Context: an optimization exercise on an open-source flow, tuned for small area, a short achievable clock period and few clock cycles per item. The choices shown serve that exercise and are no tape-out recipe. Only simulation tests tie the RTL to the original design; equivalence was not proved.

ember:
==> flow/design.v <==
`timescale 1ns/1ps
module average #(
    parameter NOF_BITS = 32,
    parameter WIDTH = 32
) (
    input  wire                     clk,
    input  wire                     rst_n,
    input  wire                     start,
    input  wire                     data_first,
    input  wire                     data_last,
    input  wire [NOF_BITS-1:0]      data_in,
    output wire [NOF_BITS:0]        data_out,
    output reg                      busy,
    output reg                      TO,
    output reg                      done
);
    reg        wt, bz, dv, lst;
    reg [5:0]  c;           
    reg [31:0] din;         
    reg [16:0] cnt;         
    reg [7:0]  n3;          
    reg [32:0] q;           
    wire [15:0] r = din[15:0];
    wire fast = (cnt[16:6] == 11'd0);
    wire [5:0] r0 = {r[5:1], r[0] | q[32]};    
    wire [7:0] t  = {r0, q[31:30]};
    wire [7:0] d1, d2, d3;
    wire ge1, ge2, ge3;
    pfx_add #(8) u_d1 (.a(t), .b(~{2'b0, cnt[5:0]}),       .ci(1'b1), .s(d1), .co(ge1));
    pfx_add #(8) u_d2 (.a(t), .b(~{1'b0, cnt[5:0], 1'b0}), .ci(1'b1), .s(d2), .co(ge2));
    pfx_add #(8) u_d3 (.a(t), .b(~n3),                     .ci(1'b1), .s(d3), .co(ge3));
    wire [5:0] fr = ge3 ? d3[5:0] : ge2 ? d2[5:0] : ge1 ? d1[5:0] : t[5:0];
    wire [1:0] fd = {ge2, ge3 | (ge1 & !ge2)};
    wire [16:0] st = {r[15:1], r0[0], q[31]};
    wire [16:0] sd;
    wire        sge;
    pfx_add #(17) u_sd (.a(st), .b(~cnt), .ci(1'b1), .s(sd), .co(sge));
    wire [15:0] sr = sge ? sd[15:0] : st[15:0];
    wire [32:0] acc;
    pfx_add #(33) u_acc (.a(q), .b({1'b0, din}), .ci(1'b0), .s(acc), .co());
    wire [5:0] load = (fast && cnt[5:0] != 6'd63) ? 6'd48 : 6'd32;
    wire       one  = fast && cnt[5:0] == 6'd0;    
    always @(posedge clk) begin
        din[31:16] <= data_in[31:16];
        if (dv) begin
            q <= fast ? {1'b0, q[29:0], fd} : {1'b0, q[30:0], sge};
            din[15:0] <= fast ? {sr[15:6], fr} : sr;
        end else if (bz) begin
            q <= acc;
            din[15:0] <= lst ? 16'd0 : data_in[15:0];    
        end else begin
            q <= 33'd0;    
            din[15:0] <= data_in[15:0];
        end
        if (!bz) begin
            cnt <= 17'd0;
            n3  <= 8'd0;
        end else if (!dv) begin
            cnt <= cnt + 17'd1;
            n3  <= n3 + 8'd3;
        end
        if (wt || dv) c <= c + 6'd1;
        else if (bz) c <= load;
        else c <= 6'd0;
    end
    wire to_n   = wt && c == 6'd11;
    wire accept = wt && !to_n && data_first && c < 6'd10;
    wire fin    = bz && (dv ? c == 6'd63 : lst && one);
    wire bz_n   = accept || (bz && !fin);
    always @(posedge clk) begin
        busy <= bz_n;
        TO   <= to_n;
        done <= fin;
    end
    always @(posedge clk or negedge rst_n) begin
        if (!rst_n) begin
            wt  <= 1'b0;
            bz  <= 1'b0;
            dv  <= 1'b0;
            lst <= 1'b0;
        end else begin
            lst <= data_last;
            bz  <= bz_n;
            if (wt) begin
                if (to_n || accept)
                    wt <= 1'b0;
            end else if (bz) begin
                if (fin)
                    dv <= 1'b0;
                else if (!dv && lst)
                    dv <= 1'b1;
            end else if (start) begin
                wt <= 1'b1;
            end
        end
    end
    assign data_out = q[32:0];
endmodule
module pfx_add #(
    parameter W = 8
) (
    input  wire [W-1:0] a,
    input  wire [W-1:0] b,
    input  wire         ci,
    output wire [W-1:0] s,
    output wire         co
);
    localparam L = $clog2(W + 1);
    reg [W:0] g0, p0, g, p, gn, pn;
    integer i, k;
    always @(*) begin
        g0 = {a & b, ci};
        p0 = {a ^ b, 1'b0};
        g = g0;
        p = p0;
        for (k = 0; k < L; k = k + 1) begin
            gn = g;
            pn = p;
            for (i = 0; i <= W; i = i + 1)
                if ((i >> k) & 1) begin
                    if (k > 0 && i == (1 << k))
                        gn[i] = (g0[i] | (p0[i] & g0[i-1])) | (p0[i] & p0[i-1] & g[i-2]);
                    else
                        gn[i] = g[i] | (p[i] & g[((i >> k) << k) - 1]);
                    pn[i] = p[i] & p[((i >> k) << k) - 1];
                end
            g = gn;
            p = pn;
        end
    end
    assign s  = a ^ b ^ g[W-1:0];
    assign co = g[W];
endmodule
export LEC_CHECK = 0
export ABC_AREA = 1
export CAP_MARGIN = 20
export CORE_MARGIN = 2
export CORE_UTILIZATION = 58
export CTS_BUF_LIST = sky130_fd_sc_hd__clkbuf_4 sky130_fd_sc_hd__clkbuf_8
export CTS_CLUSTER_SIZE = 30
export SETUP_SLACK_MARGIN = 5
export SLEW_MARGIN = 20
create_clock -name core_clock -period 8.0 [get_ports {clk}]
standard.sh (not shown) runs the stock make flow with config.mk's settings and CLKGATE_MAP_FILE= SYNTH_SCRIPT=/design/flow/synth_recipe.tcl, a recipe that flattens the netlist after the stock synthesis.
==> flow/flow/run.sh <==
#!/bin/bash
set -euo pipefail
bash standard.sh SETUP_SLACK_MARGIN=5.4 "BUFFER_PORTS_ARGS=-buffer_cell sky130_fd_sc_hd__buf_1" finish > make_finish.log 2>&1
ember completed end to end with timing, DRC and antenna clean.
Testbench counts of ember, summed over its fixed seeds: cycles 27,663, items 800.
[inputs] delta vs ember
- swapping 58 for 45 in CORE_UTILIZATION
Results
Compared delta against ember; worst setup slack within noise. Worst setup skew after layout in delta is 0.0097 ns higher than in ember. Having completed the whole flow, delta delivered a layout that passed the timing, design-rule and antenna checks. Against ember as the reference, delta delivers a higher combinational fraction of design power. Die boundary height up 13% in delta wrt ember.
--- input diff delta..xenon ---
- CORE_UTILIZATION: 45 -> 50
--- outcome ---
delta completed every stage of the flow, and the final layout passed the timing, design-rule and antenna checks. xenon: all stages complete, timing, DRC and antenna checks passed. delta has a lower setup slack than xenon. Worst slew slack as a fraction of its limit down 9.6 points in xenon wrt delta. Against delta, xenon comes in about 1.1% higher on achievable frequency. Relative to delta, the initial standard-cell utilization of the core of xenon is higher by 5.8 points.

[what the ideal ports hide]
How much do the figures lean on ideal ports? The routed layouts below were timed once more, with nothing changed but the port constraints. Step 1: set_driving_cell puts a clkbuf_16 on clk and a buf_2 on each other input, an assumption about the parent block. Step 2 adds t to the input delays and takes it off the output delays; t is the mean of the earliest and latest rising clock arrival at the registers after step 1. Input paths then give back, and output paths get back, about the clock's delay inside the block. Slacks: ideal / step 1 / step 2; pairs: ideal / step 1.
run	t, ns	setup slack, ns	latest minus earliest clock arrival (ns)	worst slew at a driven data input, ns	cell pins on the clock port's net
ember	0.424	5.434 / 5.397 / 5.573	0.006 / 0.007	0.04	1
delta	0.432	5.432 / 5.391 / 5.577	0.016 / 0.015	0.03	1
xenon	0.421	5.459 / 5.419 / 5.561	0.012 / 0.011	0.04	1
After both steps setup and hold are still met in every run listed.
